Context: an optimization exercise on an open-source flow, tuned for small area. The choices shown serve that exercise and are no tape-out recipe.
The RTL was checked by simulation tests, not by an equivalence proof against the original design.

$ cat flow/constraint.sdc
create_clock -name core_clock -period 6.0 [get_ports {clk}]
set_input_delay 1.2000 -clock core_clock [delete_from_list [all_inputs] [get_ports {clk}]]
set_output_delay 1.2000 -clock core_clock [all_outputs]
set_load 0.01 [all_outputs]
$ cat flow/design.v
module dianti(
	input 		clk,
	input 		rst_n,
	input 		kin1, 
	input 		kin2, 
	input 		kin3, 
	input 		kin4, 
	input 		kin1_up, 
	input 		kin2_up, 
	input 		kin2_down, 
	input 		kin3_up, 
	input 		kin3_down, 
	input 		kin4_down, 
	output reg  led_up, 
	output reg  led_down, 
	output reg  led_open, 
	output reg	led_close, 
	output reg  led1_up, 
	output reg	led1_down,
	output reg  led2_up, 
	output reg  led2_down, 
	output reg  led3_up, 
	output reg  led3_down, 
	output reg	led4_up,
	output reg  led4_down, 
	output	reg [7:0] curr_st,
	output	reg	[7:0] fl_num
	);
	reg k1_up_buf ;
	reg k1_buf ;
	reg k2_up_buf ;
	reg k2_down_buf ;
	reg k2_buf ;
	reg k3_up_buf ;
	reg k3_down_buf ;
	reg k3_buf ;
	reg k4_down_buf ;
	reg k4_buf ;
	reg[31:0] wait_open_close_cnt;
	reg[31:0] wait_close_cnt;
	reg[31:0] wait_up_cnt;
	reg[31:0] wait_down_cnt;
	reg[1:0]dir_flag;
	reg		led_open_close;
	parameter stop=0;
	parameter up=1;
	parameter down=2;
	parameter wait_open_close_time=32'd1900; 
	parameter wait_up_time=190; 
	parameter wait_down_time=190; 
	parameter
	        F1            =8'd0,  
	        F1_OPEN_UP    =8'd1,   
	        F1_READY_UP   =8'd2,  
	        F1_UP         =8'd3,  
	        F2            =8'd4,  
	        F2_OPEN_UP    =8'd5,  
	        F2_READY_UP   =8'd6,  
	        F2_OPEN_DOWN  =8'd7,    
	        F2_READY_DOWN =8'd8,  
	        F2_UP         =8'd9,  
	        F2_DOWN       =8'd10,  
	        F3            =8'd11,  
	        F3_OPEN_UP    =8'd12,   
	        F3_READY_UP   =8'd13,  
	        F3_OPEN_DOWN  =8'd14,    
	        F3_READY_DOWN =8'd15,  
	        F3_UP         =8'd16,  
	        F3_DOWN       =8'd17,  
	        F4            =8'd18,  
	        F4_OPEN_DOWN  =8'd19,   
	        F4_READY_DOWN =8'd20,   
	        F4_DOWN       =8'd21;
	assign	k1=~kin1;
	assign	k2=~kin2;
	assign	k3=~kin3;
	assign	k4=~kin4;
	assign	k1_up=~kin1_up;
	assign	k2_up=~kin2_up;
	assign	k2_down=~kin2_down;
	assign	k3_up=~kin3_up;
	assign	k3_down=~kin3_down;
	assign	k4_down=~kin4_down;
	always@(posedge clk or negedge rst_n)
		begin
			if(!rst_n)begin
				led_open<=0;
				led_close<=0;
			end else if(curr_st==F1_OPEN_UP||curr_st==F2_OPEN_UP||curr_st==F3_OPEN_UP||
						curr_st==F2_OPEN_DOWN||curr_st==F3_OPEN_DOWN||curr_st==F4_OPEN_DOWN)
				begin
					if(wait_open_close_cnt<=wait_open_close_time[31:1])
						begin
							led_open<=1;
							led_close<=0;
						end
					else
						begin
							led_open<=0;
							led_close<=1;
						end
				end
			else
				;
		end
	always@(posedge clk or negedge rst_n)
		begin
			if(!rst_n)
				k1_up_buf<=1;
			else if (k1_up==0)
			   k1_up_buf<=0;
			else if (curr_st==F1_READY_UP)
			   k1_up_buf<=1; 
			else
			  ;
		end
	always@(posedge clk or negedge rst_n)
		begin
			if(!rst_n)
				begin
					led1_up			<=0;
					led1_down		<=0;
					led2_up     <=0;
					led2_down   <=0;
					led3_up     <=0;
					led3_down   <=0;
					led4_up			<=0;
					led4_down   <=0;
				end
			else 
				begin
					led1_up			<=led_up;
					led1_down		<=led_down;
					led2_up     <=led_up;
					led2_down   <=led_down;
					led3_up     <=led_up;
					led3_down   <=led_down;
					led4_up			<=led_up;
					led4_down   <=led_down;
				end
		end
	always@(posedge clk or negedge rst_n)
		begin
			if(!rst_n)
				k2_up_buf<=1;
			else if (k2_up==0)
			   k2_up_buf<=0;
			else if (curr_st==F2_READY_UP)
			   k2_up_buf<=1; 
			else
			  ;
		end
	always@(posedge clk or negedge rst_n)
		begin
			if(!rst_n)
				k2_down_buf<=1;
			else if (k2_down==0)
			   k2_down_buf<=0;
			else if (curr_st==F2_READY_DOWN)
			   k2_down_buf<=1; 
			else
			  ;
		end
	always@(posedge clk or negedge rst_n)
		begin
			if(!rst_n)
				k3_up_buf<=1;
			else if (k3_up==0)
			   k3_up_buf<=0;
			else if (curr_st==F3_READY_UP)
			   k3_up_buf<=1; 
			else
			  ;
		end
	always@(posedge clk or negedge rst_n)
		begin
			if(!rst_n)
				k3_down_buf<=1;
			else if (k3_down==0)
			   k3_down_buf<=0;
			else if (curr_st==F3_READY_DOWN)
			   k3_down_buf<=1; 
			else
			  ;
		end
	always@(posedge clk or negedge rst_n)
		begin
			if(!rst_n)
				k4_down_buf<=1;
			else if (k4_down==0)
			   k4_down_buf<=0;
			else if (curr_st==F4_READY_DOWN)
			   k4_down_buf<=1; 
			else
			  ;
		end
	always@(posedge clk or negedge rst_n)
		begin
			if(!rst_n)
				k1_buf<=1;
			else if (k1==0)
			   k1_buf<=0;
			else if (curr_st==F1_OPEN_UP)
			   k1_buf<=1; 
			else
			  ;
		end
	always@(posedge clk or negedge rst_n)
		begin
			if(!rst_n)
				k2_buf<=1;
			else if (k2==0)
			   k2_buf<=0;
			else if (curr_st==F2_OPEN_UP|curr_st==F2_OPEN_DOWN)
			   k2_buf<=1; 
			else
			  ;
		end
	always@(posedge clk or negedge rst_n)
		begin
			if(!rst_n)
				k3_buf<=1;
			else if (k3==0)
			   k3_buf<=0;
			else if (curr_st==F3_OPEN_UP|curr_st==F3_OPEN_DOWN)
			   k3_buf<=1; 
			else
			  ;
		end
	always@(posedge clk or negedge rst_n)
		begin
			if(!rst_n)
				k4_buf<=1;
			else if (k4==0)
			   k4_buf<=0;
			else if (curr_st==F4_OPEN_DOWN)
			   k4_buf<=1; 
			else
			  ;
		end
	always@(posedge clk or negedge rst_n)
		begin
			if(!rst_n)
				begin
					curr_st<=F1;
					fl_num<=1;
					led_open_close<=0;
					led_up<=0;
					led_down<=0;
					dir_flag<=stop;
				end
			else
				begin
					case(curr_st)
						F1:
							begin
								led_up<=0;
								led_down<=0;
								led_open_close<=0;
								fl_num<=1;
								if(!k1_up_buf|!k1_buf)
									curr_st<=F1_OPEN_UP;
								else if(!k2_up_buf|!k3_up_buf|!k2_down_buf|!k3_down_buf|!k4_down_buf)
									curr_st<=F1_UP;
								else if(!k2_buf|!k3_buf|!k4_buf)
									curr_st<=F1_UP;
								else
									;
							end
						F1_OPEN_UP:
							begin
								led_up<=0;
								led_down<=0;
								led_open_close<=1;
								if(wait_open_close_cnt==wait_open_close_time)
									curr_st<=F1_READY_UP;
								else
									;
							end
						F1_READY_UP:
							begin
								led_up<=0;
								led_down<=0;
								led_open_close<=0;
								if(!k2_buf|!k3_buf|!k4_buf)
									begin
										curr_st<=F1_UP;
									end
								else if(!k2_up_buf|!k3_up_buf|
												!k2_down_buf|!k3_down_buf|!k4_down_buf)
									begin
										curr_st<=F1_UP;
									end
								else if(!k1_up_buf|!k1_buf)
									curr_st<=F1_OPEN_UP;
								else
									;
							end
						F1_UP:
							begin
								led_open_close<=0;
								led_up<=1;
								led_down<=0;
								dir_flag<=up;
								if(wait_up_cnt==wait_up_time)
									curr_st<=F2;
								else
									;
							end
						F2:
							begin
								led_open_close<=0;
								led_up<=0;
								led_down<=0;
								fl_num<=2;
								if(dir_flag==up)
									begin
										if(!k2_up_buf|!k2_buf)
											curr_st<=F2_OPEN_UP;
										else if(!k3_up_buf|!k3_down_buf|!k4_down_buf)
											curr_st<=F2_UP;
										else if(!k3_buf|!k4_buf)
											curr_st<=F2_UP;
										else if(!k2_down_buf&(k3_up_buf|k3_down_buf|k4_down_buf))
											curr_st<=F2_OPEN_DOWN;
										else if(!k1_up_buf)
											curr_st<=F2_DOWN;
										else if(!k1_buf)
											curr_st<=F2_DOWN;
										else
											;
									end
								else if(dir_flag==down)
									begin
										if(!k2_down_buf|!k2_buf)
											curr_st<=F2_OPEN_DOWN;
										else if(!k1_up_buf)
											curr_st<=F2_DOWN;
										else if(!k1_buf)
											curr_st<=F2_DOWN;
										else if(!k2_up_buf)
											curr_st<=F2_OPEN_UP;
										else if(!k3_up_buf|!k3_down_buf|!k4_down_buf)
											curr_st<=F2_UP;
										else if(!k3_buf|!k4_buf)
											curr_st<=F2_UP;
										else 
											;
									end
								else
									;
							end
					F2_OPEN_UP:
						begin
							led_up<=0;
							led_down<=0;
							led_open_close<=1;
							if(wait_open_close_cnt==wait_open_close_time)
								curr_st<=F2_READY_UP;
							else
								;
						end	
					F2_READY_UP:
						begin
							led_open_close<=0;
							led_up<=0;
							led_down<=0;
							dir_flag<=up;
							if(!k3_up_buf|!k3_down_buf|!k4_down_buf)
								curr_st<=F2_UP;
							else if(!k3_buf|!k4_buf)
								curr_st<=F2_UP;
							else if(!k1_up_buf)
								curr_st<=F2_DOWN;
							else if(!k1_buf)
								curr_st<=F2_DOWN;
							else if(!k2_up_buf|!k2_buf)
									curr_st<=F2_OPEN_UP;
							else
									;
						end
					F2_OPEN_DOWN:
						begin
							led_open_close<=1;
							led_up<=0;
							led_down<=0;
							if(wait_open_close_cnt==wait_open_close_time)
								curr_st<=F2_READY_DOWN;
							else
								;
						end
					F2_READY_DOWN:
						begin
							led_open_close<=0;
							led_up<=0;
							led_down<=0;
							dir_flag<=down;
							if(!k1_up_buf)
								curr_st<=F2_DOWN;
							else if(!k1_buf)
								curr_st<=F2_DOWN;
							else if(!k3_up_buf|!k3_down_buf|!k4_down_buf)
								curr_st<=F2_UP;
							else if(!k3_buf|!k4_buf)
								curr_st<=F2_UP;
							else if(!k2_down_buf|!k2_buf)
								curr_st<=F2_OPEN_DOWN;
								else
									;
						end
					F2_UP:
						begin
							led_open_close<=0;
							led_up<=1;
							led_down<=0;
							dir_flag<=up;
							if(wait_up_cnt==wait_up_time)
								curr_st<=F3;
							else
								;
						end
					F2_DOWN:
						begin
							led_open_close<=0;
							led_up<=0;
							led_down<=1;
							dir_flag<=down;
							if(wait_down_cnt==wait_down_time)
								curr_st<=F1;
							else
								;
						end
					F3:
						begin
								led_open_close<=0;
								led_up<=0;
								led_down<=0;
								fl_num<=3;
								if(dir_flag==down)
									begin
										if(!k3_down_buf|!k3_buf)
											curr_st<=F3_OPEN_DOWN;
										else if(!k1_up_buf|!k2_up_buf|!k2_down_buf)
											curr_st<=F3_DOWN;
										else if(!k2_buf|!k1_buf)
											curr_st<=F3_DOWN;
										else if(!k3_up_buf)
											curr_st<=F3_OPEN_UP;
										else if(!k4_down_buf)
											curr_st<=F3_UP;
										else if(!k4_buf)
											curr_st<=F3_UP;
										else 
											;
									end
								else if(dir_flag==up)
									begin
										if(!k3_up_buf|!k3_buf)
											curr_st<=F3_OPEN_UP;
										else if(!k4_down_buf)
											curr_st<=F3_UP;
										else if(!k4_buf)
											curr_st<=F3_UP;
										else if(!k3_down_buf)
											curr_st<=F3_OPEN_DOWN;
										else if(!k1_up_buf|!k2_up_buf|!k2_down_buf)
											curr_st<=F3_DOWN;
										else if(!k2_buf|!k1_buf)
											curr_st<=F3_DOWN;
										else
											;
									end
								else
									;
						end	
					F3_OPEN_UP:
						begin
							led_up<=0;
							led_down<=0;
							led_open_close<=1;
							if(wait_open_close_cnt==wait_open_close_time)
								curr_st<=F3_READY_UP;
							else
								;
						end
					F3_READY_UP:
						begin
							led_open_close<=0;
							led_up<=0;
							led_down<=0;
							dir_flag<=up;
							if(!k4_down_buf)
								curr_st<=F3_UP;
							else if(!k4_buf)
								curr_st<=F3_UP;
							else if(!k3_down_buf)
								curr_st<=F3_OPEN_DOWN;
							else if(!k1_up_buf|!k2_up_buf|!k2_down_buf)
								curr_st<=F3_DOWN;
							else if(!k2_buf|!k1_buf)
								curr_st<=F3_DOWN;
							else if(!k3_up_buf|!k3_buf)
								curr_st<=F3_OPEN_UP;
							else
								;
						end
					F3_OPEN_DOWN:
						begin
							led_open_close<=1;
							led_up<=0;
							led_down<=0;
							if(wait_open_close_cnt==wait_open_close_time)
								curr_st<=F3_READY_DOWN;
							else
								;
						end
					F3_READY_DOWN:
						begin
							led_open_close<=0;
							led_up<=0;
							led_down<=0;
							dir_flag<=down;
							if(!k1_up_buf|!k2_up_buf|!k2_down_buf)
								curr_st<=F3_DOWN;
							else if(!k2_buf|!k1_buf)
								curr_st<=F3_DOWN;
							else if(!k4_down_buf)
								curr_st<=F3_UP;
							else if(!k4_buf)
								curr_st<=F3_UP;
							else if(!k3_down_buf|!k3_buf)
								curr_st<=F3_OPEN_DOWN;
							else
								;
						end
					F3_UP:
						begin
							led_open_close<=0;
							led_up<=1;
							led_down<=0;
							dir_flag<=up;
							if(wait_up_cnt==wait_up_time)
								curr_st<=F4;
							else
								;
						end
					F3_DOWN:
						begin
							led_open_close<=0;
							led_down<=1;
							led_up<=0;
							dir_flag<=down;
							if(wait_down_cnt==wait_down_time)
								curr_st<=F2;
							else
								;
						end
					F4:
						begin
							led_open_close<=0;
							led_up<=0;
							led_down<=0;
							fl_num<=4;
							if(!k4_down_buf|!k4_buf)
								curr_st<=F4_OPEN_DOWN;
							else if(!k1_up_buf|!k2_up_buf|!k2_down_buf|!k3_up_buf|!k3_down_buf)
								curr_st<=F4_DOWN;
							else if(!k3_buf|!k2_buf|!k1_buf)
								curr_st<=F4_DOWN;
							else
								;
						end
					F4_OPEN_DOWN:
						begin
							led_up<=0;
							led_down<=0;
							led_open_close<=1;
							if(wait_open_close_cnt==wait_open_close_time)
								curr_st<=F4_READY_DOWN;
							else
								;
						end
					F4_READY_DOWN:
						begin
							led_open_close<=0;
							led_up<=0;
							led_down<=0;
							if(!k1_buf|!k2_buf|!k3_buf)
								begin
									curr_st<=F4_DOWN;
									dir_flag<=down;
								end
							else if(!k1_up_buf|!k2_up_buf|!k2_down_buf|!k3_up_buf|!k3_down_buf)
								begin
									curr_st<=F4_DOWN;
									dir_flag<=down;
								end
							else if(!k4_down_buf|!k4_buf)
								curr_st<=F4_OPEN_DOWN;
							else
								;
						end
					F4_DOWN:
						begin
							led_open_close<=0;
							led_down<=1;
							led_up<=0;
							dir_flag<=down;
							if(wait_down_cnt==wait_down_time)
								begin
									curr_st<=F3;
									dir_flag<=down;
								end
							else
								;
						end
					default:;
					endcase
				end
		end
		always@(posedge clk or negedge rst_n)
			begin
				if(!rst_n)
					wait_open_close_cnt<=0;
				else if(curr_st==F1_OPEN_UP|curr_st==F2_OPEN_UP|curr_st==F2_OPEN_DOWN|curr_st==F3_OPEN_UP|curr_st==F3_OPEN_DOWN|curr_st==F4_OPEN_DOWN)
					wait_open_close_cnt<=wait_open_close_cnt+1;
				else
					wait_open_close_cnt<=0;
			end
		always@(posedge clk or negedge rst_n)
			begin
				if(!rst_n)
					wait_up_cnt<=0;
				else if(curr_st==F1_UP|curr_st==F2_UP|curr_st==F3_UP)
					wait_up_cnt<=wait_up_cnt+1;
				else
					wait_up_cnt<=0;
			end
		always@(posedge clk or negedge rst_n)
			begin
				if(!rst_n)
					wait_down_cnt<=0;
				else if(curr_st==F2_DOWN|curr_st==F3_DOWN|curr_st==F4_DOWN)
					wait_down_cnt<=wait_down_cnt+1;
				else
					wait_down_cnt<=0;
			end
endmodule
module segMsg(
input clk190hz,
input rst,
input [15:0] dataBus,
output reg [3:0] pos,
output reg[7:0]seg
    );
    reg[1:0]posC;
    reg[3:0]dataP;
    always@(posedge clk190hz or posedge rst)begin
      if(rst)begin
        pos<=4'b0000;
        dataP<=4'd0;
        posC<=2'd0;
      end else begin
        case(posC)
        0:begin
            pos<=4'b0001;
            dataP<=dataBus[3:0];
          end
        1:begin
            pos<=4'b0010;
            dataP<=dataBus[7:4];
          end
        2:begin
            pos<=4'b0100;
            dataP<=dataBus[11:8];
          end
        3:begin
            pos<=4'b1000;
            dataP<=dataBus[15:12];
          end
        endcase
        posC<=posC+1;
      end
end
always@(dataP)
    case(dataP)
        0:seg=8'b0011_1111;
        1:seg=8'b0000_0110;
        2:seg=8'b0101_1011;
        3:seg=8'b0100_1111;
        4:seg=8'b0110_0110;
        5:seg=8'b0110_1101;
        6:seg=8'b0111_1101;
        7:seg=8'b0000_0111;
        8:seg=8'b0111_1111;
        9:seg=8'b0110_1111;
        10:seg=8'b0011_1110; 
        11:seg=8'b0101_1110; 
        12:seg=8'b0100_0000; 
        13:seg=8'b0111_0011; 
        14:seg=8'b0011_1001; 
        default:seg=8'b0000_1000;
     endcase
endmodule
module dianti_top(
	input 		clk,
	input 		rst,
	input 		kin1			,
	input 		kin2			,
	input 		kin3			,
	input 		kin4			,
	input 		kin1_up			,
	input 		kin2_up			,
	input 		kin2_down		,
	input 		kin3_up			,
	input 		kin3_down		,
	input 		kin4_down		,
	output	reg	[7:0]	led		,
	output  [3:0] 	pos			,
	output 	[7:0]	seg
	);
	reg	kin1_ff1,kin1_ff2;
	reg	kin2_ff1,kin2_ff2;
	reg	kin3_ff1,kin3_ff2;
	reg	kin4_ff1,kin4_ff2;
	reg	kin1_up_ff1,kin1_up_ff2;
	reg	kin2_up_ff1,kin2_up_ff2;
	reg	kin2_down_ff1,kin2_down_ff2;
	reg	kin3_up_ff1,kin3_up_ff2;
	reg	kin3_down_ff1,kin3_down_ff2;
	reg	kin4_down_ff1,kin4_down_ff2;
	wire	clk190hz;
	wire	[15:0]	dataBus;
	wire	[7:0]	curr_st	;
	wire	[7:0]	fl_num	;
	reg		[3:0]	run_state;
	reg		[3:0]	door_state;
	wire			led_close_1;
	wire			led_open_1;
	wire			led_up_1;
	wire			led_down_1;
	wire			kin1_1			;
	wire			kin2_1		    ;
	wire			kin3_1		    ;
	wire			kin4_1		    ;
	wire			kin1_up_1	    ;
	wire			kin2_up_1	    ;
	wire			kin2_down_1	    ;
	wire			kin3_up_1	    ;
	wire			kin3_down_1	    ;
	wire			kin4_down_1	    ;
	assign	clk190hz=clk;
	always@(posedge clk190hz or posedge rst)begin
		if(rst)begin
			kin1_ff1<=0;		kin1_ff2<=0;
			kin2_ff1<=0;		kin2_ff2<=0;
			kin3_ff1<=0;		kin3_ff2<=0;
			kin4_ff1<=0;		kin4_ff2<=0;
			kin1_up_ff1<=0;		kin1_up_ff2<=0;
			kin2_up_ff1<=0;		kin2_up_ff2<=0;
			kin2_down_ff1<=0;	kin2_down_ff2<=0;
			kin3_up_ff1<=0;		kin3_up_ff2<=0;
			kin3_down_ff1<=0;	kin3_down_ff2<=0;
			kin4_down_ff1<=0;	kin4_down_ff2<=0;
		end else begin
			kin1_ff1<=kin1;			kin1_ff2<=kin1_ff1;
			kin2_ff1<=kin2;			kin2_ff2<=kin2_ff1;
			kin3_ff1<=kin3;			kin3_ff2<=kin3_ff1;
			kin4_ff1<=kin4;			kin4_ff2<=kin4_ff1;
			kin1_up_ff1<=kin1_up;		kin1_up_ff2<=kin1_up_ff1;
			kin2_up_ff1<=kin2_up;		kin2_up_ff2<=kin2_up_ff1;
			kin2_down_ff1<=kin2_down;	kin2_down_ff2<=kin2_down_ff1;
			kin3_up_ff1<=kin3_up;		kin3_up_ff2<=kin3_up_ff1;
			kin3_down_ff1<=kin3_down;	kin3_down_ff2<=kin3_down_ff1;
			kin4_down_ff1<=kin4_down;	kin4_down_ff2<=kin4_down_ff1;
		end
	end
	assign	kin1_1		=(kin1_ff2!=kin1_ff1)?1:0;
	assign	kin2_1		=(kin2_ff2!=kin2_ff1)?1:0;
	assign	kin3_1		=(kin3_ff2!=kin3_ff1)?1:0;
	assign	kin4_1		=(kin4_ff2!=kin4_ff1)?1:0;
	assign	kin1_up_1	=(kin1_up_ff2!=kin1_up_ff1)?1:0;
	assign	kin2_up_1	=(kin2_up_ff2!=kin2_up_ff1)?1:0;
	assign	kin2_down_1	=(kin2_down_ff2!=kin2_down_ff1)?1:0;
	assign	kin3_up_1	=(kin3_up_ff2!=kin3_up_ff1)?1:0;
	assign	kin3_down_1	=kin3_down_ff2;
	assign	kin4_down_1	=kin4_down_ff2;
	assign	dataBus={fl_num[3:0],run_state,curr_st[3:0],door_state};
	reg	[3:0]	led_st;
	parameter	IDLE	=4'd0;
	parameter	LED_F1  =4'd1;
	parameter	LED_F2  =4'd2;
	parameter	LED_F3  =4'd3;
	parameter	LED_F4  =4'd4;
	always@(posedge clk190hz or posedge rst)begin
		if(rst)
			run_state<=0;
		else if(led_up_1)
			run_state<=10;
		else if(led_down_1)
			run_state<=11;
		else
			run_state<=12;
	end
	always@(posedge clk190hz or posedge rst)begin
		if(rst)
			door_state<=0;
		else if(led_open_1)
			door_state<=13;
		else if(led_close_1)
			door_state<=14;
		else
			;
	end
	always@(posedge clk190hz or posedge rst)begin
		if(rst)
			led_st<=IDLE;
		else
		case(led_st)
			IDLE:begin
				if(kin2_1||kin2_up_1||kin2_down_1)
					led_st<=LED_F2;
				if(kin3_1||kin3_up_1||kin3_down_1)
					led_st<=LED_F3;
				if(kin1_1||kin1_up_1)
					led_st<=LED_F1;
				if(kin4_1||kin4_down_1)
					led_st<=LED_F4;
			end
			LED_F1:begin
				if(fl_num==1)
					led_st<=IDLE;
				else
					;
			end
			LED_F2:begin
				if(fl_num==2)
					led_st<=IDLE;
				else
					;
			end
			LED_F3:begin
				if(fl_num==3)
					led_st<=IDLE;
				else
					;
			end
			LED_F4:begin
				if(fl_num==4)
					led_st<=IDLE;
				else
					;
			end
			default:;
		endcase
	end
	always@(posedge clk190hz or posedge rst)begin
		if(rst)
			led<=8'h00;
		else if(led_st==IDLE)
			led<=8'h00;
		else
			led<=8'hff;
	end
dianti Udianti_1(
	.clk		(clk190hz),
	.rst_n		(~rst),
	.kin1		(kin1_1		),
	.kin2		(kin2_1		),
	.kin3		(kin3_1		),
	.kin4		(kin4_1		),
	.kin1_up	(kin1_up_1	),
	.kin2_up	(kin2_up_1	),
	.kin2_down	(kin2_down_1),
	.kin3_up	(kin3_up_1	),
	.kin3_down	(kin3_down_1),
	.kin4_down	(kin4_down_1),
	.led_up		(led_up_1	),
	.led_down	(led_down_1	),
	.led_open	(led_open_1	),
	.led_close	(led_close_1),
	.led1_up	(),
	.led1_down	(),
	.led2_up	(),
	.led2_down	(),
	.led3_up	(),
	.led3_down	(),
	.led4_up	(),
	.led4_down	(),
	.curr_st	(curr_st	),
	.fl_num		(fl_num		)
	);
	segMsg UsegMsg(
	.clk190hz		(clk190hz),
	.rst			(rst),
	.dataBus		(dataBus),
	.pos			(pos),
	.seg            (seg)
    );
endmodule
$ cat flow/config.mk
export PLATFORM = sky130hd
export DESIGN_NAME = dianti_top
export DESIGN_NICKNAME = dianti_top
export VERILOG_FILES = /design/flow/design.v
export SDC_FILE = /design/flow/constraint.sdc
export NUM_CORES = 4
export LEC_CHECK = 0
export CAP_MARGIN = 20
export CORE_MARGIN = 2
export CORE_UTILIZATION = 40
export SLEW_MARGIN = 20
$ cat flow/run.sh
#!/bin/bash
# synth_recipe.tcl (not shown) runs the flow's synth.tcl, then flattens the netlist and writes it again
# the make line also repeats each setting of config.mk as NAME=value (left out here)
make -C /OpenROAD-flow-scripts/flow DESIGN_CONFIG=/design/flow/config.mk WORK_HOME=/design/flow/orfs CLKGATE_MAP_FILE= SYNTH_SCRIPT=/design/flow/synth_recipe.tcl finish
==> run notes <==
==> registers in the layout, summed over array words and instances (netlist names), 2 cells and up <==
name	cells
door_state	3
Udianti_1.wait_down_cnt	32
UsegMsg.posC	2
Udianti_1.fl_num	3
UsegMsg.dataP	4
Udianti_1.dir_flag	2
led_st	3
Udianti_1.wait_up_cnt	32
run_state	4
UsegMsg.pos	4
Udianti_1.curr_st	5
Udianti_1.wait_open_close_cnt	32
==> stage by stage <==
step	std cells	area [um^2]	utilization (%)	hold WS, ps
after floorplan	925	8600	-	331
after global placement	1191	9100	43.2	334
after detailed placement	1191	9100	43.2	341
after CTS	1223	9690	46.0	357
after global routing	1223	9690	46.0	363
final	1223	9690	46.0	350
==> metal layers <==
| metal | GRT usage (%) | vias up |
|---|---|---|
| met5 | 0 | - |
| li1 | - | 3255 |
| met3 | 4.18 | 26 |
| met2 | 27.3 | 159 |
| met1 | 23.8 | 3238 |
| met4 | 5.65 | 0 |
==> cells in the mapped netlist (4+ instances only) <==
master,instances,area [um^2]
a21o_1,4,30.0
a21oi_1,45,225
a22oi_1,9,67.6
a32oi_1,4,35.0
and2_1,6,37.5
and3_1,7,43.8
and4_1,9,78.8
buf_2,9,45.0
buf_4,8,60.1
clkbuf_1,24,90.1
dfrtp_1,150,3750
dfstp_2,11,289
ha_1,21,263
inv_1,38,143
mux2_1,4,45.0
mux2i_1,4,40.0
nand2_1,57,214
nand2b_1,9,56.3
nand3_1,55,275
nand4_1,28,175
nor2_1,125,469
nor2b_1,25,156
nor3_1,31,155
nor4_1,21,131
o211ai_1,4,30.0
o21a_1,4,30.0
o21ai_0,38,190
o221ai_1,4,35.0
o22ai_1,5,31.3
or2_2,4,25.0
or3_1,16,100
or3b_2,5,43.8
xnor2_1,44,385
xor2_1,40,350
==> logic make-up (layout without fill, tap and decap cells) <==
| logic type | after synthesis | count (layout) | share of synthesized area (%) |
|---|---|---|---|
| other | 2 | 2 | 0.0873 |
| adders and majority gates | 21 | 21 | 3.05 |
| and+or+nand+nor | 417 | 417 | 24.9 |
| xor gates and xnor gates | 84 | 84 | 8.55 |
| AOI/OAI and AO/OA | 148 | 148 | 11.2 |
| muxes | 9 | 9 | 1.12 |
| DFF | 161 | 161 | 47.0 |
| buffers and inverters | 83 | 106 | 4.13 |
==> cell type report <==
cell class | count | area [um^2]
clock buffer | 21 | 460
clock inverter | 11 | 130
tap | 275 | 344
sequential | 161 | 4040
multi-input combinational | 681 | 4210
fill | 2041 | 11400
timing repair buffer | 36 | 358
inverter | 38 | 148
==> report_power, final <==
part	switching (mW)	internal (mW)
Sequential	0.0112	1.10
Combinational	0.0476	0.0363
Clock	0.449	0.638
==> worst max path at each step <==
stage	from	to	cells after the start
floorplan	rst	Udianti_1.curr_st[0]$_DFFE_PP0P_	1
global placement	Udianti_1.curr_st[0]$_DFFE_PP0P_	Udianti_1.curr_st[3]$_DFFE_PP0P_	7
detailed placement	Udianti_1.curr_st[0]$_DFFE_PP0P_	Udianti_1.curr_st[3]$_DFFE_PP0P_	7
CTS	UsegMsg.dataP[1]$_DFF_PP0_	seg[3]	5
global route	UsegMsg.dataP[1]$_DFF_PP0_	seg[3]	5
finish	UsegMsg.dataP[1]$_DFF_PP0_	seg[3]	5
==> impl_metrics.env <==
export IMPL_grt_overflow_total=0
export IMPL_cts_tree="yes"
export IMPL_synth_yosys_seq_area_share_pct=47.0
export IMPL_dpl_worst_slack_ps=2900
export IMPL_vias=6678
export IMPL_end_kind="output port"
export IMPL_fp_row_count=53
export IMPL_slowest_stage="clkdlybuf4s50_1"
export IMPL_cp_arrival_ps=2260
export IMPL_hpwl_mm=12.7
export IMPL_leakage_nw=3.81
export IMPL_status="complete, no violations"
export IMPL_clock_sinks=161
export IMPL_worst_pin_slew_ps=1090
export IMPL_cp_top_family="buffers and inverters"
export IMPL_synthCells=925
export IMPL_port_buffers=30
export IMPL_maxSlewViolCount=0
export IMPL_fin_nets=968
export IMPL_hp_class="reg2reg"
export IMPL_cts_buffers_inserted=17
export IMPL_period_needed_ps=3460
export IMPL_mostFrequentLayoutCell="dfrtp_1"
export IMPL_synth_ff_type="dfrtp_1"
export IMPL_powerDensity_nw_per_um2=235
export IMPL_fmax_mhz=289
export IMPL_critPathBufInv=2
export IMPL_setup_tns_final_ps=0
export IMPL_ant_nets=0
export IMPL_post_cts_resize_count=0
export IMPL_postSynthNetCount=958
export IMPL_cp_start_kind="flop"
export IMPL_cp_max_fo=6
export IMPL_wire_per_inst_um=15.4
export IMPL_route_detailed_drc=0
export IMPL_insertion_delay_ps=440
export IMPL_drt_iter0_drc=463
export IMPL_fin_crit_sh_pct=57.6
export IMPL_wl_met3_um=884
export IMPL_r2r_end="Udianti_1.curr_st[3]$_DFFE_PP0P_"
export IMPL_syn_to_final_growth_pct=12.7
export IMPL_cp_data_required_time_ps=4800
export IMPL_avgViaCountPerCell=5.46
export IMPL_synth_edff_count=0
export IMPL_fp_dieH_um=151
export IMPL_clkTransAtPathRegs_ps=70
export IMPL_async_reset_ff_share_pct=100
export IMPL_core_area_um2=21100
export IMPL_hold_start="kin4_down_ff1$_DFF_PP0_"
export IMPL_maxCapViolations=0
export IMPL_dr_wl_met2_mm=8.69
export IMPL_timing_rr_start="Udianti_1.curr_st[0]$_DFFE_PP0P_"
export IMPL_yosysWarningCount=13
export IMPL_min_delay_worst_endpoint="kin4_down_ff2$_DFF_PP0_"
export IMPL_ctsHoldBuffers=0
export IMPL_ys_ff_latch=161
export IMPL_post_cts_setup_buffers=0
export IMPL_hold_viol=0
export IMPL_grt_total_usage_pct=17.4
export IMPL_dieArea_um2=22700
export IMPL_htree_num_levels=4
export IMPL_finalClockSkew_ps=11.2
export IMPL_avgSynthCellArea_um2=9.30
export IMPL_hold_path_depth=0
export IMPL_die_w_um=151
export IMPL_max_stage_delay_ps=560
export IMPL_r2r_setup_slack_ps=2820
export IMPL_io_pins=32
export IMPL_r2r_cells=7
export IMPL_clk_path_buf_depth=2
export IMPL_root_buffer="clkbuf_16"
export IMPL_setup_slack_ps=2540
export IMPL_routed_wl_mm=18.8
export IMPL_path_class="reg2out"
export IMPL_antenna_found_initial=0
export IMPL_setup_violations=0
export IMPL_highest_layer="met4"
export IMPL_rsz0062_at_grt="no"
export IMPL_grt_pass1_vias=6354
export IMPL_antennaDiodeCount=0
export IMPL_wirelength_met1_mm=8.92
export IMPL_synth_cell_types=73
export IMPL_drive_gt1_share_pct=7.38
export IMPL_path_cells="inv_1 -> ha_1 -> o21ai_0 -> a22oi_1 -> clkdlybuf4s50_1"
export IMPL_syn_area_um2=8600
export IMPL_globalplace_congestion=0.949
export IMPL_vdd_drop_max_uv=149
export IMPL_total_power_mw=2.28
export IMPL_slew_headroom_pct=27.5
export IMPL_grt_pass1_wl_mm=31.6
export IMPL_grt_max_degree=85
export IMPL_layout_common_cells="dfrtp_1 (150), nor2_1 (125), nand2_1 (57), nand3_1 (55), a21oi_1 (45)"
export IMPL_start_util_pct=40.8
export IMPL_first_pass_iters=5

## separate check: timing with driven ports
The flow's constraints put no driver on any port. The routed layout listed below was extracted and timed again, unchanged, in two steps. Step 1 assumes that a clkbuf_16 drives the clock port and a buf_2 every other input. Step 2 also shifts input and output timing later by t, the mid clock arrival at the registers, as if the neighbouring blocks saw the same clock. a / b / c = ideal / step 1 / step 2; a / b = the first two.
shift t [ns]: 0.475
slack for setup (ns): 2.542 / 2.497 / 2.824
worst hold slack (ns): 0.350 / 0.350 / 0.350
worst setup path at the end: register to register
worst register clock-pin slew, ns: 0.07 / 0.07
After both steps setup and hold are still met in this run. The setup slack of this run moves by -0.045 ns with the drivers and by +0.282 ns with both steps.
